Context: an optimization exercise on an open-source flow, tuned for small area, a short achievable clock period and few clock cycles. The choices shown serve that exercise and are no tape-out recipe.
No functional check of the RTL was part of any run shown here.
Power and IR drop assume default switching activity.

--- flow/config.mk ---
export PLATFORM = sky130hd
export DESIGN_NAME = circle_draw
export DESIGN_NICKNAME = circle_draw
export VERILOG_FILES = /design/flow/design.v
export SDC_FILE = /design/flow/constraint.sdc
export NUM_CORES = 4
export LEC_CHECK = 0
export CAP_MARGIN = 20
export CORE_MARGIN = 2
export CORE_UTILIZATION = 40
export PLACE_DENSITY = 0.6
export SETUP_SLACK_MARGIN = 4.3
export SLEW_MARGIN = 20
--- flow/constraint.sdc ---
create_clock -name core_clock -period 7.0 [get_ports {CLK50}]
set_input_delay 1.4000 -clock core_clock [delete_from_list [all_inputs] [get_ports {CLK50}]]
set_output_delay 1.4000 -clock core_clock [all_outputs]
set_load 0.01 [all_outputs]
--- flow/design.v ---
module circle_draw(xc,yc,rad,x,y,color,color_disp,CLK50,clearn,plot,wr,ready);
	input [7:0] xc;
	input [6:0] yc;
	input [5:0] rad;
	input CLK50,clearn,plot;
	input [2:0] color;
	output [7:0] x;
	output [6:0] y;
	output [2:0] color_disp;
	output wr;
	output ready;
	function [8:0] add8;
		input [7:0] p, q;
		input ci;
		integer i;
		reg c;
		begin
			c = ci;
			for (i = 0; i < 8; i = i + 1) begin
				add8[i] = p[i] ^ q[i] ^ c;
				c = (p[i] & q[i]) | (c & (p[i] ^ q[i]));
			end
			add8[8] = c;
		end
	endfunction
	localparam IDLE = 2'b00, CLR = 2'b01, SET = 2'b10, DRW = 2'b11;
	reg [1:0] m;
	reg [7:0] xo;
	reg [6:0] yo;
	reg [2:0] col;
	reg rdy;
	reg [5:0] a, bm;
	reg [7:0] e;
	reg [2:0] ph;
	reg n1, n2, c3, c4;
	reg h, sd;
	reg qx1, qx2;
	wire big = (rad == 6'd0) | (&rad[5:2]);
	wire [5:0] r = big ? 6'd59 : rad;
	wire [8:0] radm = add8({2'b0, rad}, 8'hff, 1'b0);
	wire [5:0] rm = big ? 6'd58 : radm[5:0];      
	wire a0 = (a == 6'd0);
	wire dec = ~e[7] | (&e[6:1]);
	wire [8:0] dd = add8({2'b0, a}, {2'b11, ~bm}, 1'b0);
	wire done = (~dd[7] & (dd[1] | dd[0])) | (&bm);
	wire [5:0] xs = ph[2] ? bm : a;
	wire [5:0] ys = ph[2] ? a : bm;
	wire xneg = ph[1];
	wire yneg = ph[0];
	wire [8:0] gxs = {xc, 1'b1} + {{2{xneg}}, xs ^ {6{xneg}}, xneg ^ ph[2]};
	wire [7:0] gys = {yc, 1'b1} + {yneg, ys ^ {6{yneg}}, yneg ^ ~ph[2]};
	wire [7:0] gx = gxs[8:1];
	wire [6:0] gy = gys[7:1];
	wire [7:0] mask = {c4 & ~a0, c4, c3 & ~a0, c3, {2{~n2 & ~a0}}, {2{~n1}}};
	reg [2:0] nxt;
	reg more;
	integer k;
	always @(*) begin
		nxt = 3'd0;
		more = 1'b0;
		for (k = 7; k >= 0; k = k - 1)
			if (k > ph && mask[k]) begin
				nxt = k;
				more = 1'b1;
			end
	end
	wire set1 = qx1 & (xo == 8'd159);
	wire set2 = qx2 & (xo == 8'd0);
	wire xv = ~(xc[7] & (xc[6] | xc[5]));
	wire [7:0] q = {~xc[7:5] + 3'd5, ~xc[4:0]};    
	wire [8:0] qmb = add8(q, {2'b11, ~bm}, 1'b0);
	wire [8:0] xmb = add8(xc, {2'b11, ~bm}, 1'b0);
	wire v3 = ~xv | qmb[8];
	wire v4 = ~xv | xmb[8];
	wire [8:0] ai = add8({2'b0, a}, 8'd0, 1'b1);
	wire [8:0] bd = add8({2'b0, bm}, 8'hff, 1'b0);
	wire [7:0] eop = h ? (sd ? {1'b1, ~bm, 1'b1} : 8'd2) : {1'b0, a, 1'b1};
	wire [8:0] ens = {e, 1'b1} + {eop, h & sd};
	wire [7:0] en = ens[8:1];
	wire lfb = ~(yo[6] ^ yo[5]);
	wire clr_end = ({yo, xo} == 15'h4000);
	always @(posedge CLK50 or negedge clearn)
	begin
		if (!clearn) begin
			m <= CLR;
			rdy <= 1'b0;
			xo <= 8'd0;
			yo <= 7'd0;
			col <= 3'd0;
		end else begin
			case (m)
			CLR: begin
				if (clr_end) begin
					m <= IDLE;
					rdy <= 1'b1;
				end
			end
			IDLE: begin
				if (plot) begin
					m <= SET;
					rdy <= 1'b0;
				end
			end
			SET: m <= DRW;
			default: if (done) begin
				m <= IDLE;
				rdy <= 1'b1;
			end
			endcase
			if (m == CLR) begin
				xo <= {xo[6:0], lfb};
				yo <= {yo[5:0], xo[7]};
				col <= 3'd0;
			end else begin
				xo <= gx;
				yo <= gy;
				col <= color;
			end
		end
	end
	always @(posedge CLK50)
	begin
		c3 <= v3;
		c4 <= v4;
		if (m == IDLE) begin
			a <= 6'd0;
			bm <= rm;
			e <= {2'b11, ~r};
			ph <= 3'd0;
			n1 <= 1'b0;
			n2 <= 1'b0;
			h <= 1'b0;
			qx1 <= 1'b0;
			qx2 <= 1'b0;
		end else begin
			h <= ~more;
			qx1 <= (ph[2:1] == 2'd0);
			qx2 <= (ph[2:1] == 2'd1) | ((ph[2:1] == 2'd0) & a0);
			sd <= dec;
			if (h | ~more) e <= en;
			if (set1) n1 <= 1'b1;
			if (set2) n2 <= 1'b1;
			if (more)
				ph <= nxt;
			else begin
				ph <= n1 ? 3'd2 : 3'd0;
				a <= ai[5:0];
				if (dec) bm <= bd[5:0];
			end
		end
	end
	assign x = xo;
	assign y = yo;
	assign color_disp = col;
	assign wr = m[0];
	assign ready = rdy;
endmodule
--- flow/flow/run.sh ---
#!/bin/bash
# Standard synthesis, then the standard layout with plain buf_1 cells as the
# port buffers (the default pick is a slow delay buffer). Tool output goes
# to the logs below; CTS adds no dummy clock loads; each ORFS step also keeps its own log in orfs/logs.
set -euo pipefail
bash standard.sh synth > flow_synth.log 2>&1
bash standard.sh BUFFER_PORTS_ARGS="-buffer_cell sky130_fd_sc_hd__buf_1" CTS_ARGS="-sink_clustering_enable -repair_clock_nets -dont_use_dummy_load" finish > flow_layout.log 2>&1
--- flow/standard.sh ---
#!/bin/bash
# synth_recipe.tcl (not shown) runs the flow's synth.tcl, then flattens the netlist and writes it again
# the make line also repeats each setting of config.mk as NAME=value (left out here)
make -C /OpenROAD-flow-scripts/flow DESIGN_CONFIG=/design/flow/config.mk WORK_HOME=/design/flow/orfs CLKGATE_MAP_FILE= SYNTH_SCRIPT=/design/flow/synth_recipe.tcl "${@:-finish}"
==> impl_results.md, run 1 <==
- Clk Latency, worst-skew pair: 0.31 ns
- Antenna violations before repair: 0
- Die area: 11300 µm²
- Syn. warnings: 1
- R2r worst-path depth: 9
- Post-Synth Adder-Cell Area: 18.18%
- Worst r2r dst: e[7]
- Starting density of the core: 40.91%
- Pwr dens: 509.7 nW/µm²
- Final Wtd Congestion: 0.8591
- R2R Setup Slk: 4.48 ns
- Status: no timing/DRC/antenna violations
- Post-synthesis sequential area ratio: 30.52%
- WL/cell: 15.60 µm
- Initial drt markers: 254
- Hold EP: n2
- Max-Cap Viols: 0
- First-pass GRT wire length: 16.37 mm
- Rows: 37
- Critical Path AT: 2.84 ns
- Tmin final: 2.613 ns
- GR Layer Usage met2: 30.31%
- Num CTS Buffers: 5
- GR peak layer: met2
- Commonest non-fill, non-tap cell in the layout: ha_1
- Layout area overhead: 11.09%
- Syn_area_per_cell: 9.178 µm²
- Final hold vios: 0
- Vias after detailed routing: 3403
- Routed Wire Length: 9.950 mm
- Top cell type's share of synthesized area: 16.74%
- Hold path depth: 2
- Fin Setup TNS: 0 ns
- CP Capture Type: flip-flop
- Max Clock Freq: 382.7 MHz
- DR DRC count: 0
- Root Driver: clkbuf_8
- Design area: 4649 µm²
- Post-synthesis xor/xnor area fraction: 6.906%
- # fillers: 1013
- Nets@finish: 590
- Largest net degree at the start of global routing: 33
- Kind of critical path: primary input to flip-flop
- Netlist cell types: 66
- Simple-Gate Fraction of Synth Area: 16.38%
- Asr flop ratio synth: 40.38%
- 1st-pass router iterations: 5
- DIE HEIGHT: 106.3 µm
- Met1 Use GR: 25.13%
- Least-Margin Pin Slew: 1.013 ns
- Mapped Nets: 542
- WP data required: 7.23 ns
- Static leakage: 0.002025 µW
- Final Setup Violations: 0
- DP Wirelength: 7.723 mm
- H-tree levels: 2
- Synth Area in Compound Gates: 17.70%
- Vias in the first global route: 3277
- Clk sinks: 52
- Final slew viol count: 0
- Clk buf depth: 2
- Final core area utilization: 45.44%
- Post-synthesis mux area share: 4.425%
- Largest family of logic cells by synthesized area: adder cells
- Crit share post-route: 37.33%
- Total gr overflow: 0
- Largest area contributor in the netlist: ha_1
- Worst VDD drop: 0.0002108 V
- Clock Pin Slew Worst Setup and Hold Paths: 0.10 ns
- Die W: 106.3 µm
- Hold-fix buffers at CTS: 0
- Register bit total from synthesis: 52
- Number of flops mapped to enable cells by yosys: 13
- RSZ-0062 raised after global routing: no
- Global-route usage over all layers: 18.25%
- Antenna Violating Nets Remaining: 0
- Most frequent cells in the layout: ha_1 (56), buf_1 (43), inv_1 (41)
- Layout cells sized above 1: 10.56%
- FF-to-FF Start: sd
- Ports: 47
- Top FF cell, synth: dfrtp_1
- Worst hold path class: flip-flop to flip-flop
- Total core area: 10230 µm²
- GR met3 Demand/Resource: 2.452%
- Clock Skew: 0.02076 ns
- Synth Instances: 456
- Area contributors post-synth: ha_1 (17%), dfrtp_1 (12%), edfxtp_1 (9.3%), dfxtp_1 (8.6%), xnor2_1 (5.2%)
- Startpoint Class: primary input
- Synth Cell Area: 4185 µm²
- CTS tree: yes
- Placed cell area: 4461 µm²
- Slew headroom: 32.45%
- Number of diodes: 0
- DR vias/cell: 5.334
- Min-delay src: qx2
- Crit Path Max Fanout: 2
- IO Port Bufs: 46
-- flip-flops by register name (all words and copies together), names as in the netlist, 2 cells and up --
| name | count |
|---|---|
| yo | 7 |
| col | 3 |
| ph | 3 |
| bm | 6 |
| m | 2 |
| xo | 8 |
| e | 8 |
| a | 6 |
-- cell families (layout without fill, tap and decap cells) --
family                     count (synthesis)  in the layout
buffers and inverters                     58            104
xor gates and xnor gates                  33             33
DFF                                       52             52
AOI/OAI and AO/OA                        110            110
and+or+nand+nor                          126            126
adders and majority gates                 59             59
muxes                                     18             18
-- synthesized netlist by cell type, types with 3 or more instances --
library cell	number
nand2_1	19
nand3_1	6
nand4_1	5
dfxtp_1	18
or2_2	4
inv_1	43
xnor2_1	25
a31o_2	5
ha_1	56
nand2b_1	3
a31oi_1	3
o21ai_0	17
a21boi_0	3
a22oi_1	5
clkbuf_1	7
a21o_1	6
o31ai_1	4
buf_6	3
nand3b_1	3
edfxtp_1	13
o21a_1	7
and2_1	4
fa_1	3
a21oi_1	31
xor2_1	8
nor3b_1	3
or3_1	3
mux2i_1	17
o22ai_1	9
nor2_1	40
dfrtp_1	20
nand4b_1	4
nor2b_1	8
nor3_1	9
-- layout make-up --
cell class                      instances  area, µm²  share of cell area (%)
Multi-Input combinational cell        346       2711                   58.32
Sequential cell                        52       1286                   27.66
Timing Repair Buffer                   56      251.5                   5.409
Tap cell                              136      170.2                   3.660
Clock buffer                            5      68.82                   1.480
Inverter                               43      161.4                   3.471
-- routing by layer --
metal / part of all wire (%) / wire, µm
met4: 0.93 / 93
met2: 48 / 4765
met5: 0 / 0
met3: 3.5 / 352
met1: 48 / 4739
-- how the worst max path moves through the flow --
stage / from / endpoint / slack, ns / depth (start not counted)
2_1_floorplan: yc[0] / yo[6] / 4.26 / 7
3_3_place_gp: ph[2] / e[1] / 3.83 / 7
3_5_place_dp: ph[2] / e[2] / 3.65 / 7
4_1_cts: yc[0] / yo[5] / 4.31 / 9
5_1_grt: yc[0] / yo[5] / 4.29 / 9
6_report: yc[0] / yo[5] / 4.39 / 9
-- repair_timing --
| action | in CTS | in global routing |
|---|---|---|
| endpoints found under the setup margin | 29 | 20 |
| pin swaps | 1 | 9 |
| resized for setup | 5 | 18 |
| setup buffers | 2 | 7 |
-- power by group --
group          switching (µW)  internal [µW]  leakage [µW]  total (µW)
Sequential                181            484      0.000505         665
Clock                    96.7           64.9     0.0000359         162
Combinational             823            720       0.00148        1540
Total                    1100           1270       0.00202        2370
-- through the flow --
stage | std cells | hold slack, ns | total power [µW] | worst slack [ns]
global route | 638 | 0.5853 | 2597 | 4.287
CTS | 631 | 0.5235 | 2314 | 4.314
detailed placement | 624 | 0.4684 | 2136 | 3.646
floorplan | 456 | 0.4334 | 1796 | 4.260
finish | 638 | 0.5073 | 2370 | 4.387
global placement | 624 | 0.4534 | 2103 | 3.825
-- worst max-delay path, stage by stage --
cell,delay [ns]
buf_1,0.10
inv_1,0.07
fa_2,0.40
nor2b_1,0.11
o21ai_0,0.11
a21oi_1,0.24
o21ai_1,0.11
nor4b_2,0.16
nor3_1,0.14
==> run 2: changes to the inputs <==
--- a/flow/config.mk
+++ b/flow/config.mk
@@ -9,5 +9,5 @@
 export CORE_MARGIN = 2
 export CORE_UTILIZATION = 40
 export PLACE_DENSITY = 0.6
-export SETUP_SLACK_MARGIN = 4.3
+export SETUP_SLACK_MARGIN = 4.5
 export SLEW_MARGIN = 20
==> impl_results.md, run 2 <==
- Clock Pin Slew Worst Setup and Hold Paths: 0.10 ns (about the same)
- RSZ-0062 raised after global routing: yes (was no)
- Psw: 1159 µW (was 1101 µW)
- Syn_area_per_cell: 9.178 µm² (unchanged)
- WP data required: 7.16 ns (was 7.23 ns)
- Most frequent cells in the layout: ha_1 (45), nor2_1 (40), buf_1 (37) (was ha_1 (56), buf_1 (43), inv_1 (41))
- Top cell type's share of synthesized area: 16.74% (unchanged)
- IO Port Bufs: 46 (unchanged)
- Routed Wire Length: 10.06 mm (was 9.950 mm)
- Total core area: 10230 µm² (unchanged)
- Clk buf depth: 2 (unchanged)
- Clk pwr share: 6.4% (was 6.8%)
- Hold path depth: 2 (unchanged)
- H-tree levels: 2 (unchanged)
- Die W: 106.3 µm (unchanged)
- DR vias/cell: 5.324 (was 5.334)
- Synth Cell Area: 4185 µm² (unchanged)
- Clk Latency, worst-skew pair: 0.31 ns (about the same)
- Comb power frac: 67.8% (was 65.1%)
- Top FF cell, synth: dfrtp_1 (unchanged)
- Fin Setup TNS: 0 ns (unchanged)
- P_int: 1359 µW (was 1269 µW)
- Kind of critical path: primary input to flip-flop (unchanged)
- Startpoint Class: primary input (unchanged)
- Starting density of the core: 40.91% (unchanged)
- Vias in the first global route: 3172 (was 3277)
- Worst hold path class: flip-flop to flip-flop (unchanged)
- DP Wirelength: 7.730 mm (was 7.723 mm)
- Worst r2r dst: xo[7] (was e[7])
- Final slew viol count: 0 (unchanged)
- Final Wtd Congestion: 0.8580 (was 0.8591)
- 1st-pass router iterations: 4 (was 5)
- Layout Cells excl Fill: 649 (was 638)
- Synth top cells by count: ha_1 (56), inv_1 (43), nor2_1 (40) (unchanged)
- CP Cell Sequence: buf_8 > ha_4 > a21o_1 > a21oi_2 > o22ai_2 > o41ai_2 > xnor2_1 > a21oi_1 (was buf_1 > inv_1 > fa_2 > nor2b_1 > o21ai_0 > a21oi_1 > o21ai_1 > nor4b_2 > nor3_1)
- Least-Margin Pin Slew: 1.035 ns (was 1.013 ns)
- Crit share post-route: 36.17% (was 37.33%)
- DR DRC count: 0 (unchanged)
- Largest area contributor in the netlist: ha_1 (unchanged)
- Asr flop ratio synth: 40.38% (unchanged)
- Ports: 47 (unchanged)
- Hold EP: n2 (unchanged)
- Total gr overflow: 0 (unchanged)
- PnR Total Power: 2518 µW (was 2370 µW)
- Mapped Nets: 542 (unchanged)
- Tmin final: 2.532 ns (was 2.613 ns)
- Clk sinks: 52 (unchanged)
- Final Setup Violations: 0 (unchanged)
- Top delay family on crit path: compound AO/OA/AOI/OAI gates (unchanged)
- Count leader, synth: ha_1 (unchanged)
- FF-to-FF Start: ph[1] (was sd)
- Synth Instances: 456 (unchanged)
- Commonest non-fill, non-tap cell in the layout: ha_1 (unchanged)
- Buf+Inv Stages, Crit Path: 1 (was 2)
- Status: no timing/DRC/antenna violations (unchanged)
- Clock Skew: 0.01336 ns (was 0.02076 ns)
- Hold-fix buffers at CTS: 0 (unchanged)
- Pwr dens: 502.7 nW/µm² (was 509.7 nW/µm²)
- Antenna Violating Nets Remaining: 0 (unchanged)
- Layout cells sized above 1: 19.69% (was 10.56%)
- Rows: 37 (unchanged)
- DIE HEIGHT: 106.3 µm (unchanged)
- Netlist cell types: 66 (unchanged)
- Slew headroom: 30.98% (was 32.45%)
- Final hold vios: 0 (unchanged)
- Area contributors post-synth: ha_1 (17%), dfrtp_1 (12%), edfxtp_1 (9.3%), dfxtp_1 (8.6%), xnor2_1 (5.2%) (unchanged)
- WL/cell: 15.50 µm (was 15.60 µm)
- Vias after detailed routing: 3455 (was 3403)
- R2r worst-path depth: 10 (was 9)
- Largest registers: e x8, xo x8, yo x7 (unchanged)
- Antenna violations before repair: 0 (unchanged)
- Inst Count DP: 624 (unchanged)
- Critical Path AT: 2.69 ns (was 2.84 ns)
- Post-synthesis sequential area ratio: 30.52% (unchanged)
- Root Driver: clkbuf_8 (unchanged)
- R2R Setup Slk: 4.58 ns (was 4.48 ns)
- Largest net degree at the start of global routing: 33 (unchanged)
- Worst path max stage delay: 0.25 ns (was 0.40 ns)
- Worst VDD drop: 0.0001902 V (was 0.0002108 V)
- Register bit total from synthesis: 52 (unchanged)
- Syn. warnings: 1 (unchanged)
- Global-route usage over all layers: 17.86% (was 18.25%)
- Number of flops mapped to enable cells by yosys: 13 (unchanged)
- First-pass GRT wire length: 16.05 mm (was 16.37 mm)
- Static leakage: 0.002120 µW (was 0.002025 µW)
- Final core area utilization: 48.95% (was 45.44%)
- Num CTS Buffers: 5 (unchanged)
- Crit Path Max Fanout: 2 (unchanged)
- CP Capture Type: flip-flop (unchanged)
- Worst path slowest cell: o41ai_2 (was fa_2)
- Switching portion of total power: 46.02% (was 46.45%)
- Nets@finish: 601 (was 590)
- Layout area overhead: 19.67% (was 11.09%)
- Max Clock Freq: 395.0 MHz (was 382.7 MHz)
- Number of diodes: 0 (unchanged)
- Max-Cap Viols: 0 (unchanged)
- Min-delay src: qx2 (unchanged)
- WP depth: 8 (was 9)
- CTS tree: yes (unchanged)
- Initial drt markers: 168 (was 254)
- Die area: 11300 µm² (unchanged)
- Sequential share of power: 25.9% (was 28.1%)
-- run 2: routing by layer --
metal  vias up  GRT usage (%)  routed length, µm
li1       1748              -                  -
met3         8          2.269                405
met1      1633          25.20               4706
met4         0          3.477                 72
met2        66          29.44               4876
met5         -              0                  0
-- run 2: worst max-delay path by stage --
stage,from,to,slack [ns]
after floorplan,yc[0],yo[6],4.37
after global placement,ph[2],bm[3],3.80
after detailed placement,ph[2],bm[4],3.72
after CTS,yc[0],yo[6],4.47
after global routing,yc[0],yo[6],4.35
final,yc[0],yo[6],4.47
-- run 2: cell type report --
| cell class | instances | area, µm² |
|---|---|---|
| well taps | 136 | 170.2 |
| inverters | 43 | 201.4 |
| fillers | 977 | 5223 |
| clock buffers | 5 | 68.82 |
| multi-input cells | 346 | 2899 |
| repair buffers | 67 | 375.4 |
| flip-flops and latches | 52 | 1294 |
-- run 2: cells by family (layout without fill, tap and decap cells) --
kind of cell / Yosys count / in the layout / synth area share, %
flops: 52 / 52 / 30.52
fa+ha+maj: 59 / 59 / 18.18
buf+inv: 58 / 115 / 5.889
simple gates: 126 / 126 / 16.38
compound gates: 110 / 110 / 17.70
mux: 18 / 18 / 4.424
xor+xnor: 33 / 33 / 6.906
-- run 2: what timing repair did --
action	in CTS	in global routing
resized for setup	26	25
endpoints found under the hold margin	0	0
buffers inserted	9	11
endpoints found under the setup margin	46	33
pin swaps	6	14
-- run 2: stage by stage --
| step | setup WS (ns) | hold slack (ns) | cell area [µm²] |
|---|---|---|---|
| final | 4.468 | 0.4793 | 5009 |
| after global routing | 4.355 | 0.5312 | 5009 |
| after CTS | 4.474 | 0.4866 | 4850 |
| after detailed placement | 3.722 | 0.4697 | 4642 |
| after global placement | 3.795 | 0.4447 | 4642 |
| after floorplan | 4.373 | 0.4334 | 4379 |
-- run 2: power groups by stage --
stage               registers (µW)  logic (µW)  clock network, µW
detailed placement             667        1550                  0
finish                         651        1710                160
CTS                            654        1620                163
global route                   675        1890                171
global placement               664        1510                  0
floorplan                      604        1250                  0
-- run 2: worst register-to-register path, delay by kind of cell (launching register included) --
| kind | cells | cell delay (ns) |
|---|---|---|
| simple gates | 1 | 0.11 |
| buf+inv | 2 | 0.24 |
| fa+ha+maj | 2 | 0.77 |
| xor+xnor | 1 | 0.14 |
| compound gates | 4 | 0.53 |
| flops | 1 | 0.50 |
==> run 3: changes to the inputs <==
--- a/flow/design.v
+++ b/flow/design.v
@@ -28,7 +28,6 @@
 	reg [7:0] xo;
 	reg [6:0] yo;
 	reg [2:0] col;
-	reg rdy;
 	reg [5:0] a, bm;
 	reg [7:0] e;
 	reg [2:0] ph;
@@ -51,18 +50,30 @@
 	wire [7:0] gys = {yc, 1'b1} + {yneg, ys ^ {6{yneg}}, yneg ^ ~ph[2]};
 	wire [7:0] gx = gxs[8:1];
 	wire [6:0] gy = gys[7:1];
-	wire [7:0] mask = {c4 & ~a0, c4, c3 & ~a0, c3, {2{~n2 & ~a0}}, {2{~n1}}};
 	reg [2:0] nxt;
 	reg more;
-	integer k;
 	always @(*) begin
 		nxt = 3'd0;
-		more = 1'b0;
-		for (k = 7; k >= 0; k = k - 1)
-			if (k > ph && mask[k]) begin
-				nxt = k;
-				more = 1'b1;
-			end
+		more = 1'b1;
+		case (ph)
+		3'd0: nxt = 3'd1;
+		3'd1: if (~n2 & ~a0) nxt = 3'd2;
+			else if (c3) nxt = 3'd4;
+			else if (c4) nxt = 3'd6;
+			else more = 1'b0;
+		3'd2: nxt = 3'd3;
+		3'd3: if (c3) nxt = 3'd4;
+			else if (c4) nxt = 3'd6;
+			else more = 1'b0;
+		3'd4: if (~a0) nxt = 3'd5;
+			else if (c4) nxt = 3'd6;
+			else more = 1'b0;
+		3'd5: if (c4) nxt = 3'd6;
+			else more = 1'b0;
+		3'd6: if (~a0) nxt = 3'd7;
+			else more = 1'b0;
+		default: more = 1'b0;
+		endcase
 	end
 	wire set1 = qx1 & (xo == 8'd159);
 	wire set2 = qx2 & (xo == 8'd0);
@@ -83,29 +94,19 @@
 	begin
 		if (!clearn) begin
 			m <= CLR;
-			rdy <= 1'b0;
 			xo <= 8'd0;
 			yo <= 7'd0;
 			col <= 3'd0;
 		end else begin
 			case (m)
 			CLR: begin
-				if (clr_end) begin
-					m <= IDLE;
-					rdy <= 1'b1;
-				end
+				if (clr_end) m <= IDLE;
 			end
 			IDLE: begin
-				if (plot) begin
-					m <= SET;
-					rdy <= 1'b0;
-				end
+				if (plot) m <= SET;
 			end
 			SET: m <= DRW;
-			default: if (done) begin
-				m <= IDLE;
-				rdy <= 1'b1;
-			end
+			default: if (done) m <= IDLE;
 			endcase
 			if (m == CLR) begin
 				xo <= {xo[6:0], lfb};
@@ -153,5 +154,5 @@
 	assign y = yo;
 	assign color_disp = col;
 	assign wr = m[0];
-	assign ready = rdy;
+	assign ready = ~m[1] & ~m[0];
 endmodule
--- a/flow/config.mk
+++ b/flow/config.mk
@@ -9,5 +9,5 @@
 export CORE_MARGIN = 2
 export CORE_UTILIZATION = 40
 export PLACE_DENSITY = 0.6
-export SETUP_SLACK_MARGIN = 4.5
+export SETUP_SLACK_MARGIN = 4.3
 export SLEW_MARGIN = 20
==> impl_results.md, run 3 <==
- # fillers: 984 (was 977)
- Sequential share of power: 27.7% (was 25.9%)
- Register bit total from synthesis: 51 (was 52)
- Syn_area_per_cell: 9.200 µm² (was 9.178 µm²)
- Synth Instances: 439 (was 456)
- Layout area overhead: 10.87% (was 19.67%)
- Number of diodes: 0 (unchanged)
- Clk sinks: 51 (was 52)
- Comb power frac: 65.5% (was 67.8%)
- Top cell type's share of synthesized area: 16.42% (was 16.74%)
- Final Wtd Congestion: 0.8500 (was 0.8580)
- Slew headroom: 47.80% (was 30.98%)
- Antenna Violating Nets Remaining: 0 (unchanged)
- Hold EP: n2 (unchanged)
- Fin Setup TNS: 0 ns (unchanged)
- DIE HEIGHT: 104.5 µm (was 106.3 µm)
- Synth Cell Area: 4039 µm² (was 4185 µm²)
- Clk buf depth: 2 (unchanged)
- Worst path slowest cell: dfstp_2 (was o41ai_2)
- Starting density of the core: 41.32% (was 40.91%)
- Crit share post-route: 38.89% (was 36.17%)
- Rows: 36 (was 37)
- Tmin final: 2.722 ns (was 2.532 ns)
- Status: no timing/DRC/antenna violations (unchanged)
- P_int: 1257 µW (was 1359 µW)
- Antenna violations before repair: 0 (unchanged)
- Largest net degree at the start of global routing: 23 (was 33)
- Hold path depth: 2 (unchanged)
- Area contributors post-synth: ha_1 (16%), dfrtp_1 (12%), edfxtp_1 (9.7%), dfxtp_1 (8.9%), mux2i_1 (4.7%) (was ha_1 (17%), dfrtp_1 (12%), edfxtp_1 (9.3%), dfxtp_1 (8.6%), xnor2_1 (5.2%))
- Worst r2r dst: xo[5] (was xo[7])
- Switching portion of total power: 47.70% (was 46.02%)
- 1st-pass router iterations: 4 (unchanged)
- Pwr dens: 536.8 nW/µm² (was 502.7 nW/µm²)
- Max-Cap Viols: 0 (unchanged)
- Most frequent cells in the layout: ha_1 (52), inv_1 (45), buf_1 (42) (was ha_1 (45), nor2_1 (40), buf_1 (37))
- H-tree levels: 2 (unchanged)
- Nets@finish: 567 (was 601)
- Least-Margin Pin Slew: 0.7830 ns (was 1.035 ns)
- R2R Setup Slk: 4.48 ns (was 4.58 ns)
- WL/cell: 15.86 µm (was 15.50 µm)
- Post-synthesis sequential area ratio: 31.01% (was 30.52%)
- Buf+Inv Stages, Crit Path: 2 (was 1)
- Startpoint Class: flip-flop (was primary input)
- CP Capture Type: primary output (was flip-flop)
- Layout cells sized above 1: 8.921% (was 19.69%)
- Crit Path Max Fanout: 5 (was 2)
- IO Port Bufs: 46 (unchanged)
- Worst VDD drop: 0.0001893 V (was 0.0001902 V)
- Number of flops mapped to enable cells by yosys: 13 (unchanged)
- CTS tree: yes (unchanged)
- Psw: 1147 µW (was 1159 µW)
- Clock Skew: 0.02636 ns (was 0.01336 ns)
- Initial drt markers: 166 (was 168)
- Final Setup Violations: 0 (unchanged)
- Met1 Use GR: 24.58% (was 25.20%)
- Worst path max stage delay: 0.58 ns (was 0.25 ns)
- Syn. warnings: 1 (unchanged)
- Kind of critical path: flip-flop to primary output (was primary input to flip-flop)
- GR Layer Usage met2: 31.37% (was 29.44%)
- Global-route usage over all layers: 18.46% (was 17.86%)
- WP data required: 5.60 ns (was 7.16 ns)
- Final slew viol count: 0 (unchanged)
- Largest registers: e x8, xo x8, yo x7 (unchanged)
- Top FF cell, synth: dfrtp_1 (unchanged)
- Vias after detailed routing: 3346 (was 3455)
- Min-delay src: qx2 (unchanged)
- DR vias/cell: 5.441 (was 5.324)
- Routed Wire Length: 9.753 mm (was 10.06 mm)
- DP Wirelength: 7.577 mm (was 7.730 mm)
- Total gr overflow: 0 (unchanged)
- First-pass GRT wire length: 16.17 mm (was 16.05 mm)
- Total core area: 9774 µm² (was 10230 µm²)
- Num CTS Buffers: 5 (unchanged)
- RSZ-0062 raised after global routing: yes (unchanged)
- Static leakage: 0.001962 µW (was 0.002120 µW)
- Final core area utilization: 45.81% (was 48.95%)
- GR peak layer: met2 (unchanged)
- Commonest non-fill, non-tap cell in the layout: ha_1 (unchanged)
- Mapped Nets: 522 (was 542)
- CP Cell Sequence: or2_4 > clkinvlp_4 > buf_6 (was buf_8 > ha_4 > a21o_1 > a21oi_2 > o22ai_2 > o41ai_2 > xnor2_1 > a21oi_1)
- Top delay family on crit path: flip-flops (was compound AO/OA/AOI/OAI gates)
- GR met3 Demand/Resource: 2.945% (was 2.269%)
- Die W: 104.5 µm (was 106.3 µm)
- Clk Latency, worst-skew pair: 0.31 ns (about the same)
- Root Driver: clkbuf_8 (unchanged)
- Critical Path AT: 1.32 ns (was 2.69 ns)
- DR DRC count: 0 (unchanged)
- Final hold vios: 0 (unchanged)
- Max Clock Freq: 367.3 MHz (was 395.0 MHz)
- Clk pwr share: 6.8% (was 6.4%)
- R2r worst-path depth: 10 (unchanged)
- Netlist cell types: 69 (was 66)
- FF-to-FF Start: ph[1] (unchanged)
- Asr flop ratio synth: 39.22% (was 40.38%)
- Worst hold path class: flip-flop to flip-flop (unchanged)
- Largest area contributor in the netlist: ha_1 (unchanged)
- Vias in the first global route: 3204 (was 3172)
- Count leader, synth: ha_1 (unchanged)
- Clock Pin Slew Worst Setup and Hold Paths: 0.09 ns (was 0.10 ns)
- Synth top cells by count: ha_1 (53), inv_1 (46), nor2_1 (33) (was ha_1 (56), inv_1 (43), nor2_1 (40))
- Die area: 10920 µm² (was 11300 µm²)
- Ports: 47 (unchanged)
## run 3: cell types whose count changed after synthesis, moves of 5 or more
cell,previous run,this run
o21a_1,7,1
nand2b_1,3,8
nor2b_1,8,3
nor2_1,40,33
a21oi_1,31,20
nand3_1,6,12
## run 3: kinds of logic after synthesis
| kind of cell | after synthesis | synth area share [%] |
|---|---|---|
| XOR/XNOR | 27 | 5.855 |
| buffers and inverters | 60 | 6.505 |
| multiplexers | 20 | 4.988 |
| AND/OR/NAND/NOR | 116 | 14.93 |
| flip-flops | 51 | 31.01 |
| adder cells (fa/ha/maj) | 56 | 17.91 |
| AO/OA/AOI/OAI | 109 | 18.80 |
## run 3: layout make-up
type | instances | area [µm²] | share of cell area, %
Clock buffer | 5 | 68.82 | 1.537
Sequential cell | 51 | 1259 | 28.11
Inverter | 47 | 183.9 | 4.107
Multi-Input combinational cell | 328 | 2579 | 57.59
Timing Repair Buffer | 50 | 216.5 | 4.834
Tap cell | 133 | 166.4 | 3.716
Timing Repair inverter | 1 | 5.005 | 0.1118
## run 3: routing by layer
layer,wire length (µm),vias to the layer above
met5,0,-
met4,133,0
met3,417,13
met2,4705,70
met1,4496,1599
li1,-,1664
## run 3: worst max-delay path by stage
stage	from	endpoint	slack (ns)	depth (start not counted)
2_1_floorplan	xc[0]	xo[6]	4.22	7
3_3_place_gp	m[0]	ready	3.82	3
3_5_place_dp	m[0]	ready	3.80	3
4_1_cts	m[0]	ready	4.25	3
5_1_grt	m[0]	ready	4.21	3
6_report	m[0]	ready	4.28	3
## run 3: repair_timing
item                                    in CTS  in global routing
gates cloned                                 1                  0
gates resized for setup                      6                 18
hold buffers                                 0                  0
pin swaps                                    1                  7
endpoints found under the setup margin       8                 16
hold endpoints to repair                     0                  0
buffers inserted                             2                  2
## run 3: per-stage QoR
step / hold slack (ns) / total power [µW] / cell area (µm²) / worst slack, ns / instances
detailed placement: 0.4612 / 2185 / 4318 / 3.799 / 605
global route: 0.4958 / 2652 / 4478 / 4.206 / 615
global placement: 0.4442 / 2154 / 4318 / 3.819 / 605
floorplan: 0.4314 / 1819 / 4065 / 4.215 / 439
finish: 0.4695 / 2404 / 4478 / 4.278 / 615
CTS: 0.4735 / 2375 / 4417 / 4.254 / 613
## run 3: power by group through the flow
stage / Sequential [µW] / Clock (µW) / Combinational (µW)
floorplan: 606 / 0 / 1210
global placement: 660 / 0 / 1490
detailed placement: 666 / 0 / 1520
CTS: 661 / 168 / 1550
global route: 685 / 178 / 1790
finish: 666 / 165 / 1570
## run 3: worst reg2reg max path: cells and delay by family, from the launching register on
kind / cells / cell delay [ns]
flip-flops: 1 / 0.61
AND/OR/NAND/NOR: 2 / 0.28
buffers and inverters: 2 / 0.20
adder cells (fa/ha/maj): 2 / 0.75
AO/OA/AOI/OAI: 4 / 0.61
==> run 4: changes to the inputs <==
--- a/flow/design.v
+++ b/flow/design.v
@@ -33,7 +33,9 @@
 	reg [2:0] ph;
 	reg n1, n2, c3, c4;
 	reg h, sd;
-	reg qx1, qx2;
+	reg [2:0] pph;
+	wire qx1 = (pph[2:1] == 2'd0);
+	wire qx2 = (pph[2:1] == 2'd1) | ((pph[2:1] == 2'd0) & a0);
 	wire big = (rad == 6'd0) | (&rad[5:2]);
 	wire [5:0] r = big ? 6'd59 : rad;
 	wire [8:0] radm = add8({2'b0, rad}, 8'hff, 1'b0);
@@ -50,30 +52,21 @@
 	wire [7:0] gys = {yc, 1'b1} + {yneg, ys ^ {6{yneg}}, yneg ^ ~ph[2]};
 	wire [7:0] gx = gxs[8:1];
 	wire [6:0] gy = gys[7:1];
+	wire band = &yo[6:3];
+	wire [7:0] yskip = {band & (pph == 3'd5), band & (pph == 3'd4), 2'b00,
+	                    band & (pph == 3'd1), band & (pph == 3'd0), 2'b00};
+	wire [7:0] mask = {c4 & ~a0, c4, c3 & ~a0, c3, {2{~n2 & ~a0}}, {2{~n1}}} & ~yskip;
 	reg [2:0] nxt;
 	reg more;
+	integer k;
 	always @(*) begin
 		nxt = 3'd0;
-		more = 1'b1;
-		case (ph)
-		3'd0: nxt = 3'd1;
-		3'd1: if (~n2 & ~a0) nxt = 3'd2;
-			else if (c3) nxt = 3'd4;
-			else if (c4) nxt = 3'd6;
-			else more = 1'b0;
-		3'd2: nxt = 3'd3;
-		3'd3: if (c3) nxt = 3'd4;
-			else if (c4) nxt = 3'd6;
-			else more = 1'b0;
-		3'd4: if (~a0) nxt = 3'd5;
-			else if (c4) nxt = 3'd6;
-			else more = 1'b0;
-		3'd5: if (c4) nxt = 3'd6;
-			else more = 1'b0;
-		3'd6: if (~a0) nxt = 3'd7;
-			else more = 1'b0;
-		default: more = 1'b0;
-		endcase
+		more = 1'b0;
+		for (k = 7; k >= 0; k = k - 1)
+			if (k > ph && mask[k]) begin
+				nxt = k;
+				more = 1'b1;
+			end
 	end
 	wire set1 = qx1 & (xo == 8'd159);
 	wire set2 = qx2 & (xo == 8'd0);
@@ -123,6 +116,7 @@
 	begin
 		c3 <= v3;
 		c4 <= v4;
+		pph <= ph | {3{m == IDLE}};
 		if (m == IDLE) begin
 			a <= 6'd0;
 			bm <= rm;
@@ -131,12 +125,8 @@
 			n1 <= 1'b0;
 			n2 <= 1'b0;
 			h <= 1'b0;
-			qx1 <= 1'b0;
-			qx2 <= 1'b0;
 		end else begin
 			h <= ~more;
-			qx1 <= (ph[2:1] == 2'd0);
-			qx2 <= (ph[2:1] == 2'd1) | ((ph[2:1] == 2'd0) & a0);
 			sd <= dec;
 			if (h | ~more) e <= en;
 			if (set1) n1 <= 1'b1;
==> impl_results.md, run 4 <==
- Hold-fix buffers at CTS: 0 (unchanged)
- Number of diodes: 0 (unchanged)
- Ports: 47 (unchanged)
- Register bit total from synthesis: 52 (was 51)
- Number of flops mapped to enable cells by yosys: 13 (unchanged)
- Worst VDD drop: 0.0002112 V (was 0.0001893 V)
- CP Capture Type: flip-flop (was primary output)
- Static leakage: 0.002046 µW (was 0.001962 µW)
- CP Cell Sequence: buf_1 > ha_4 > a21o_1 > a21oi_2 > nor2b_1 > o21a_1 > o41ai_2 > xnor2_1 > a21oi_1 (was or2_4 > clkinvlp_4 > buf_6)
- Vias after detailed routing: 3433 (was 3346)
- H-tree levels: 2 (unchanged)
- Clock Skew: 0.02324 ns (was 0.02636 ns)
- Largest net degree at the start of global routing: 28 (was 23)
- Least-Margin Pin Slew: 0.8718 ns (was 0.7830 ns)
- Commonest non-fill, non-tap cell in the layout: ha_1 (unchanged)
- R2r worst-path depth: 10 (unchanged)
- Die area: 11060 µm² (was 10920 µm²)
- Largest area contributor in the netlist: ha_1 (unchanged)
- Most frequent cells in the layout: ha_1 (53), buf_1 (42), nor2_1 (36) (was ha_1 (52), inv_1 (45), buf_1 (42))
- Startpoint Class: primary input (was flip-flop)
- Top cell type's share of synthesized area: 17.11% (was 16.42%)
- R2R Setup Slk: 4.43 ns (was 4.48 ns)
- Hold_ws: 0.5004 ns (was 0.4695 ns)
- Worst path max stage delay: 0.26 ns (was 0.58 ns)
- DR vias/cell: 5.364 (was 5.441)
- Synth Cell Area: 4094 µm² (was 4039 µm²)
- Initial drt markers: 121 (was 166)
- Area contributors post-synth: ha_1 (17%), dfrtp_1 (12%), edfxtp_1 (9.5%), dfxtp_1 (9.3%), xnor2_1 (5.3%) (was ha_1 (16%), dfrtp_1 (12%), edfxtp_1 (9.7%), dfxtp_1 (8.9%), mux2i_1 (4.7%))
- Antenna Violating Nets Remaining: 0 (unchanged)
- Vias in the first global route: 3341 (was 3204)
- Status: no timing/DRC/antenna violations (unchanged)
- WL met1: 4.883 mm (was 4.496 mm)
- WP data required: 7.18 ns (was 5.60 ns)
- Total gr overflow: 0 (unchanged)
- Top FF cell, synth: dfxtp_1 (was dfrtp_1)
- Routed Wire Length: 10.01 mm (was 9.753 mm)
- Count leader, synth: ha_1 (unchanged)
- Buf+Inv Stages, Crit Path: 1 (was 2)
- Max Clock Freq: 374.1 MHz (was 367.3 MHz)
- Pwr dens: 495.2 nW/µm² (was 536.8 nW/µm²)
- Final Setup Violations: 0 (unchanged)
- Worst hold path class: flip-flop to flip-flop (unchanged)
- Root Driver: clkbuf_8 (unchanged)
- Rows: 36 (unchanged)
- Kind of critical path: primary input to flip-flop (was flip-flop to primary output)
- Num CTS Buffers: 5 (unchanged)
- Tmin final: 2.673 ns (was 2.722 ns)
- FF-to-FF Start: ph[2] (was ph[1])
- Post-synthesis sequential area ratio: 31.08% (was 31.01%)
- Slew headroom: 41.88% (was 47.80%)
- WL/cell: 15.64 µm (was 15.86 µm)
- Largest registers: e x8, xo x8, yo x7 (unchanged)
- Hold path depth: 2 (unchanged)
- 1st-pass router iterations: 5 (was 4)
- Nets@finish: 595 (was 567)
- DR DRC count: 0 (unchanged)
- Worst r2r dst: yo[6] (was xo[5])
- CTS tree: yes (unchanged)
- Hold EP: n1 (was n2)
- Total core area: 9864 µm² (was 9774 µm²)
- Final Wtd Congestion: 0.8608 (was 0.8500)
- Clk buf depth: 2 (unchanged)
- WL met2: 4.494 mm (was 4.705 mm)
- Synth top cells by count: ha_1 (56), nor2_1 (36), inv_1 (34) (was ha_1 (53), inv_1 (46), nor2_1 (33))
- Met3 WL: 430 µm (was 417 µm)
- Die W: 105.2 µm (was 104.5 µm)
- First-pass GRT wire length: 16.48 mm (was 16.17 mm)
- Top routing layer in use: met4 (unchanged)
- Critical Path AT: 2.85 ns (was 1.32 ns)
- Worst path slowest cell: o41ai_2 (was dfstp_2)
- Asr flop ratio synth: 38.46% (was 39.22%)
- Crit Path Max Fanout: 2 (was 5)
- Antenna violations before repair: 0 (unchanged)
- Synth Instances: 452 (was 439)
- Crit share post-route: 38.19% (was 38.89%)
- Global-route usage over all layers: 18.56% (was 18.46%)
- Clk sinks: 52 (was 51)
- Layout area overhead: 15.04% (was 10.87%)
- Mapped Nets: 538 (was 522)
- Fin Setup TNS: 0 ns (unchanged)
- Max-Cap Viols: 0 (unchanged)
- Top delay family on crit path: compound AO/OA/AOI/OAI gates (was flip-flops)
- Clock Pin Slew Worst Setup and Hold Paths: 0.10 ns (was 0.09 ns)
- Clk Latency, worst-skew pair: 0.31 ns (about the same)
- Final slew viol count: 0 (unchanged)
- DP Wirelength: 7.760 mm (was 7.577 mm)
- Netlist cell types: 66 (was 69)
- Final hold vios: 0 (unchanged)
- Syn. warnings: 1 (unchanged)
- RSZ-0062 raised after global routing: yes (unchanged)
- IO Port Bufs: 46 (unchanged)
- Layout cells sized above 1: 13.61% (was 8.921%)
- Starting density of the core: 41.50% (was 41.32%)
- Min-delay src: n1 (was qx2)
- DIE HEIGHT: 105.2 µm (was 104.5 µm)
- Syn_area_per_cell: 9.057 µm² (was 9.200 µm²)
## run 4: changes by cell type after synthesis, moves of 5 or more
cell     before  now
nor2b_1       3   11
nor3_1        8    3
inv_1        46   34
mux2i_1      19   14
a21oi_1      20   30
nand4_1       2    7
a31oi_1       7    2
nand2_1      21   26
o31ai_1       7    1
## run 4: cells by family (layout without fill, tap and decap cells)
group	after synthesis	in the layout	synth area share, %
XOR/XNOR	35	35	7.488
flip-flops	52	52	31.08
adder cells (fa/ha/maj)	59	59	18.58
buffers and inverters	53	108	5.134
multiplexers	14	14	3.423
AO/OA/AOI/OAI	106	106	17.54
AND/OR/NAND/NOR	133	133	16.75
## run 4: worst max-delay path by stage
stage,from,endpoint,slack [ns],cells past startpoint
2_1_floorplan,yc[0],yo[6],4.23,8
3_3_place_gp,xc[0],xo[7],3.97,10
3_5_place_dp,ph[2],yo[6],3.87,10
4_1_cts,m[0],ready,4.24,3
5_1_grt,yc[0],yo[6],4.23,9
6_report,yc[0],yo[6],4.33,9
## run 4: layout make-up
type                            instances  area, µm²
Inverter                               37      153.9
Tap cell                              133      166.4
Fill cell                             956       5155
Sequential cell                        52       1286
Clock buffer                            5      68.82
Timing Repair Buffer                   66      334.1
Multi-Input combinational cell        347       2700
## run 4: what timing repair did
| item | in CTS | in global routing |
|---|---|---|
| buffers inserted | 1 | 19 |
| endpoints found under the setup margin | 29 | 20 |
| pin swaps | 2 | 8 |
| gates resized for setup | 8 | 23 |
## run 4: stage by stage
step           setup WS [ns]  total power [µW]  std cells  instance area [µm²]  utilization, %
2_1_floorplan          4.232              1700        452                 4135               -
3_3_place_gp           3.966              2007        615                 4402           44.62
6_report               4.327              2332        640                 4710           47.74
5_1_grt                4.231              2562        640                 4710           47.74
4_1_cts                4.242              2222        621                 4499           45.61
3_5_place_dp           3.870              2041        615                 4402           44.62
## run 4: worst reg2reg max path, stage by stage, from the launching register on
cell and delay, ns:
dfxtp_4 0.53, mux2i_1 0.32, xnor2_1 0.24, ha_4 0.26
a21o_1 0.16, a21oi_2 0.16, nor2b_1 0.06, o21a_1 0.21
o41ai_2 0.26, xnor2_1 0.17, a21oi_1 0.08
## run 4: layer usage
layer  vias up  track usage [%]
met4         0            5.143
met2        91            30.10
met5         -                0
met3        14            3.618
li1       1721                -
met1      1607            25.14
## run 4: power by group
part | switching (µW) | internal [µW] | total (µW)
Sequential | 179 | 487 | 666
Clock | 98.4 | 65.0 | 163
Combinational | 810 | 693 | 1500
==> run 5: changes to the inputs <==
--- a/flow/design.v
+++ b/flow/design.v
@@ -23,6 +23,29 @@
 			add8[8] = c;
 		end
 	endfunction
+	function [8:0] sk8;
+		input [7:0] p, q;
+		input ci;
+		integer i, l;
+		reg [7:0] g, t, gg, pp;
+		begin
+			g = p & q;
+			t = p ^ q;
+			g[0] = g[0] | (t[0] & ci);
+			gg = g;
+			pp = t;
+			for (l = 0; l < 3; l = l + 1)
+				for (i = 7; i >= 0; i = i - 1)
+					if ((i >> l) & 1) begin
+						gg[i] = gg[i] | (pp[i] & gg[((i >> l) << l) - 1]);
+						pp[i] = pp[i] & pp[((i >> l) << l) - 1];
+					end
+			sk8[0] = t[0] ^ ci;
+			for (i = 1; i < 8; i = i + 1)
+				sk8[i] = t[i] ^ gg[i - 1];
+			sk8[8] = gg[7];
+		end
+	endfunction
 	localparam IDLE = 2'b00, CLR = 2'b01, SET = 2'b10, DRW = 2'b11;
 	reg [1:0] m;
 	reg [7:0] xo;
@@ -33,9 +56,7 @@
 	reg [2:0] ph;
 	reg n1, n2, c3, c4;
 	reg h, sd;
-	reg [2:0] pph;
-	wire qx1 = (pph[2:1] == 2'd0);
-	wire qx2 = (pph[2:1] == 2'd1) | ((pph[2:1] == 2'd0) & a0);
+	reg qx1, qx2;
 	wire big = (rad == 6'd0) | (&rad[5:2]);
 	wire [5:0] r = big ? 6'd59 : rad;
 	wire [8:0] radm = add8({2'b0, rad}, 8'hff, 1'b0);
@@ -48,14 +69,11 @@
 	wire [5:0] ys = ph[2] ? a : bm;
 	wire xneg = ph[1];
 	wire yneg = ph[0];
-	wire [8:0] gxs = {xc, 1'b1} + {{2{xneg}}, xs ^ {6{xneg}}, xneg ^ ph[2]};
-	wire [7:0] gys = {yc, 1'b1} + {yneg, ys ^ {6{yneg}}, yneg ^ ~ph[2]};
-	wire [7:0] gx = gxs[8:1];
-	wire [6:0] gy = gys[7:1];
-	wire band = &yo[6:3];
-	wire [7:0] yskip = {band & (pph == 3'd5), band & (pph == 3'd4), 2'b00,
-	                    band & (pph == 3'd1), band & (pph == 3'd0), 2'b00};
-	wire [7:0] mask = {c4 & ~a0, c4, c3 & ~a0, c3, {2{~n2 & ~a0}}, {2{~n1}}} & ~yskip;
+	wire [8:0] gxs = sk8(xc, {{2{xneg}}, xs ^ {6{xneg}}}, xneg ^ ph[2]);
+	wire [8:0] gys = sk8({1'b0, yc}, {1'b0, yneg, ys ^ {6{yneg}}}, yneg ^ ~ph[2]);
+	wire [7:0] gx = gxs[7:0];
+	wire [6:0] gy = gys[6:0];
+	wire [7:0] mask = {c4 & ~a0, c4, c3 & ~a0, c3, {2{~n2 & ~a0}}, {2{~n1}}};
 	reg [2:0] nxt;
 	reg more;
 	integer k;
@@ -116,7 +134,6 @@
 	begin
 		c3 <= v3;
 		c4 <= v4;
-		pph <= ph | {3{m == IDLE}};
 		if (m == IDLE) begin
 			a <= 6'd0;
 			bm <= rm;
@@ -125,8 +142,12 @@
 			n1 <= 1'b0;
 			n2 <= 1'b0;
 			h <= 1'b0;
+			qx1 <= 1'b0;
+			qx2 <= 1'b0;
 		end else begin
 			h <= ~more;
+			qx1 <= (ph[2:1] == 2'd0);
+			qx2 <= (ph[2:1] == 2'd1) | ((ph[2:1] == 2'd0) & a0);
 			sd <= dec;
 			if (h | ~more) e <= en;
 			if (set1) n1 <= 1'b1;
==> flow/flow/run.sh (replaced) <==
#!/bin/bash
# Standard synthesis, then the standard layout with plain buf_1 cells as the
# port buffers (the default pick is a slow delay buffer). Tool output goes
# to the logs below; each ORFS step also keeps its own log in orfs/logs.
set -euo pipefail
bash standard.sh synth > flow_synth.log 2>&1
bash standard.sh BUFFER_PORTS_ARGS="-buffer_cell sky130_fd_sc_hd__buf_1" finish > flow_layout.log 2>&1
==> impl_results.md, run 5 <==
- Synth top cells by count: ha_1 (52), inv_1 (45), nor2_1 (36) (was ha_1 (56), nor2_1 (36), inv_1 (34))
- Number of diodes: 0 (unchanged)
- Slew headroom: 33.42% (was 41.88%)
- Kind of critical path: primary input to flip-flop (unchanged)
- Worst path slowest cell: fa_2 (was o41ai_2)
- Syn_area_per_cell: 9.442 µm² (was 9.057 µm²)
- Sequential share of power: 28.1% (was 28.5%)
- Global-route usage over all layers: 18.37% (was 18.56%)
- R2r worst-path depth: 10 (unchanged)
- Top cell type's share of synthesized area: 16.02% (was 17.11%)
- Hold path depth: 2 (unchanged)
- Crit share post-route: 41.78% (was 38.19%)
- Final Setup Violations: 0 (unchanged)
- CTS tree: yes (unchanged)
- 1st-pass router iterations: 4 (was 5)
- PnR Total Power: 2213 µW (was 2332 µW)
- Rows: 36 (unchanged)
- Initial drt markers: 117 (was 121)
- Clock Pin Slew Worst Setup and Hold Paths: 0.11 ns (was 0.10 ns)
- Num CTS Buffers: 5 (unchanged)
- Critical Path AT: 3.10 ns (was 2.85 ns)
- Max-Cap Viols: 0 (unchanged)
- Worst path max stage delay: 0.52 ns (was 0.26 ns)
- Crit Path Max Fanout: 2 (unchanged)
- Top FF cell, synth: dfrtp_1 (was dfxtp_1)
- Final slew viol count: 0 (unchanged)
- Clk Latency, worst-skew pair: 0.31 ns (about the same)
- Final hold vios: 0 (unchanged)
- Pwr dens: 473.1 nW/µm² (was 495.2 nW/µm²)
- Die area: 10970 µm² (was 11060 µm²)
- Netlist cell types: 68 (was 66)
- Asr flop ratio synth: 39.22% (was 38.46%)
- Vias after detailed routing: 3238 (was 3433)
- Register bit total from synthesis: 51 (was 52)
- Worst r2r dst: xo[4] (was yo[6])
- DR vias/cell: 5.239 (was 5.364)
- Worst hold path class: flip-flop to flip-flop (unchanged)
- CP Capture Type: flip-flop (unchanged)
- Most frequent cells in the layout: ha_1 (52), buf_1 (42), inv_1 (41) (was ha_1 (53), buf_1 (42), nor2_1 (36))
- Antenna Violating Nets Remaining: 0 (unchanged)
- WL/cell: 15.54 µm (was 15.64 µm)
- Worst VDD drop: 0.0002164 V (was 0.0002112 V)
- Clk buf depth: 2 (unchanged)
- Die W: 104.8 µm (was 105.2 µm)
- Synth Cell Area: 4060 µm² (was 4094 µm²)
- R2R Setup Slk: 4.19 ns (was 4.43 ns)
- Clock Skew: 0.008577 ns (was 0.02324 ns)
- Layout area overhead: 15.19% (was 15.04%)
- H-tree levels: 2 (unchanged)
- Count leader, synth: ha_1 (unchanged)
- Max Clock Freq: 341.9 MHz (was 374.1 MHz)
- Static leakage: 0.002089 µW (was 0.002046 µW)
- Mapped Nets: 518 (was 538)
- Post-synthesis sequential area ratio: 30.85% (was 31.08%)
- Final Wtd Congestion: 0.8226 (was 0.8608)
- Clk sinks: 51 (was 52)
- Hold-fix buffers at CTS: 0 (unchanged)
- Total gr overflow: 0 (unchanged)
- Vias in the first global route: 3217 (was 3341)
- Starting density of the core: 41.35% (was 41.50%)
- Status: no timing/DRC/antenna violations (unchanged)
- Antenna violations before repair: 0 (unchanged)
- Syn. warnings: 1 (unchanged)
- Final core area utilization: 47.63% (was 47.74%)
- Ports: 47 (unchanged)
- Largest registers: e x8, xo x8, yo x7 (unchanged)
- Tmin final: 2.925 ns (was 2.673 ns)
- Largest net degree at the start of global routing: 32 (was 28)
- P_int: 1200 µW (was 1245 µW)
- Clk pwr share: 8.4% (was 7.0%)
- DR DRC count: 0 (unchanged)
- Switching portion of total power: 45.77% (was 46.61%)
- Fin Setup TNS: 0 ns (unchanged)
- Top delay family on crit path: adder cells (was compound AO/OA/AOI/OAI gates)
- First-pass GRT wire length: 16.18 mm (was 16.48 mm)
- Number of flops mapped to enable cells by yosys: 13 (unchanged)
- Startpoint Class: primary input (unchanged)
- Comb power frac: 63.5% (was 64.4%)
- Nets@finish: 572 (was 595)
- Largest area contributor in the netlist: ha_1 (unchanged)
- RSZ-0062 raised after global routing: yes (unchanged)
- Least-Margin Pin Slew: 0.9987 ns (was 0.8718 ns)
- WP data required: 7.17 ns (was 7.18 ns)
- Psw: 1013 µW (was 1087 µW)
- Hold EP: n2 (was n1)
- IO Port Bufs: 46 (unchanged)
- Critical Path Most Common Cell: fa_2
- FF-to-FF Start: ph[1] (was ph[2])
- DP Wirelength: 7.283 mm (was 7.760 mm)
- CP Cell Sequence: buf_8 > inv_8 > fa_2 > fa_2 > nor2b_1 > o21a_1 > nor2_2 > fa_2 > a21oi_2 (was buf_1 > ha_4 > a21o_1 > a21oi_2 > nor2b_1 > o21a_1 > o41ai_2 > xnor2_1 > a21oi_1)
- Root Driver: clkbuf_8 (unchanged)
- Buf+Inv Stages, Crit Path: 2 (was 1)
- Synth Instances: 430 (was 452)
- Area contributors post-synth: ha_1 (16%), dfrtp_1 (12%), edfxtp_1 (9.6%), dfxtp_1 (8.9%), fa_1 (4.4%) (was ha_1 (17%), dfrtp_1 (12%), edfxtp_1 (9.5%), dfxtp_1 (9.3%), xnor2_1 (5.3%))
- WP depth: 9 (unchanged)
- Layout cells sized above 1: 12.58% (was 13.61%)
- Commonest non-fill, non-tap cell in the layout: ha_1 (unchanged)
- Routed Wire Length: 9.605 mm (was 10.01 mm)
- Min-delay src: qx2 (was n1)
- Total core area: 9819 µm² (was 9864 µm²)
- DIE HEIGHT: 104.8 µm (was 105.2 µm)
- # fillers: 980 (was 956)
==> run 5: cell types whose count changed after synthesis, sizes merged, moves of 6 or more <==
cell and delta:
o21a +7, nand3 -8, fa +6, inv +9
nand2b -6, nand2 -12, xnor2 -8
==> run 5: final cells by class <==
class	count	area, µm²	share of cell area (%)
repair buffers	62	369.1	7.892
flip-flops and latches	51	1265	27.05
inverters	45	186.4	3.986
clock inverters	3	26.28	0.5618
well taps	133	166.4	3.558
multi-input cells	319	2595	55.48
clock buffers	5	68.82	1.471
==> run 5: logic make-up (layout without fill, tap and decap cells) <==
group           count (synthesis)  after routing  share of synthesized area [%]
simple gates                  108            108                          14.05
compound gates                104            104                          17.78
fa+ha+maj                      61             61                          20.46
buf+inv                        60            115                          6.317
flops                          51             51                          30.85
xor+xnor                       27             27                          5.824
mux                            19             19                          4.715
==> run 5: what timing repair did <==
item / 4_1_cts / 5_1_grt
setup buffers: 9 / 5
pin swaps: 13 / 3
cloned: 1 / 0
resized for setup: 23 / 9
endpoints found under the setup margin: 35 / 32
==> run 5: worst register-to-register path, stage by stage (launching register included) <==
cell     delay, ns
dfxtp_4       0.48
inv_1         0.18
ha_1          0.32
inv_1         0.05
fa_2          0.38
fa_2          0.34
nor2b_1       0.14
o21a_1        0.16
nor2_2        0.05
fa_2          0.52
a21oi_2       0.05
==> run 5: stage by stage <==
stage | hold slack, ns | instance area (µm²) | setup WS [ns] | cells
2_1_floorplan | 0.4334 | 4093 | 3.867 | 430
3_5_place_dp | 0.4570 | 4352 | 3.484 | 595
3_3_place_gp | 0.4418 | 4352 | 3.514 | 595
6_report | 0.4764 | 4677 | 4.075 | 618
4_1_cts | 0.4829 | 4613 | 4.108 | 613
5_1_grt | 0.5313 | 4677 | 3.981 | 618
==> run 5: worst max path at each step <==
stage             to   from  slack (ns)
6_report       xo[4]  xc[0]        4.08
5_1_grt        xo[5]  xc[0]        3.98
4_1_cts        yo[4]  yc[0]        4.11
3_5_place_dp   yo[4]  ph[2]        3.48
3_3_place_gp   xo[4]  xc[0]        3.51
2_1_floorplan  xo[4]  xc[0]        3.87
==> run 5: metal layers <==
layer | global-route usage (%) | share of wire, % | wire length (µm) | up-vias
met5 | 0 | 0 | 0 | -
met4 | 4.095 | 0.81 | 78 | 0
met3 | 3.493 | 4.0 | 388 | 6
met2 | 30.75 | 48 | 4657 | 66
met1 | 24.61 | 47 | 4480 | 1529
li1 | - | - | - | 1637
==> run 5: power groups by stage <==
stage	logic, µW	registers, µW	clock network [µW]
2_1_floorplan	1040	577	0
3_3_place_gp	1270	632	0
3_5_place_dp	1300	638	0
4_1_cts	1370	631	192
5_1_grt	1600	639	207
6_report	1400	622	186

==> re-timing with driven ports <==
No port has a modelled driver above. Below, the same layouts with a new extraction and two added sets of constraints.
Step 1 sets driving cells, clkbuf_16 on the clock port and buf_2 on the other inputs (assumed; they add their load-dependent delay and slew).
Step 2 adds t to the input delays and takes it off the output delays; t is the mean of the earliest and latest rising clock arrival at the registers after step 1. Input paths then give back, and output paths get back, about the clock's delay inside the block.
a / b / c = ideal / step 1 / step 2; a / b = the first two.
run | t, ns | setup slack, ns | worst hold slack (ns) | worst data-port slew with drivers (ns)
run 1 | 0.334 | 4.387 / 4.389 / 4.056 | 0.507 / 0.507 / 0.507 | 0.04
run 2 | 0.329 | 4.468 / 4.456 / 4.127 | 0.479 / 0.479 / 0.479 | 0.06
run 3 | 0.334 | 4.278 / 4.243 / 4.027 | 0.470 / 0.470 / 0.470 | 0.04
run 4 | 0.333 | 4.327 / 4.324 / 3.998 | 0.500 / 0.500 / 0.500 | 0.05
run 5 | 0.346 | 4.075 / 4.054 / 3.708 | 0.476 / 0.476 / 0.476 | 0.06
After both steps every run listed still meets setup and hold. For run 5, which loses most, drivers alone change the setup slack by -0.021 ns; drivers and shift together by -0.367 ns.
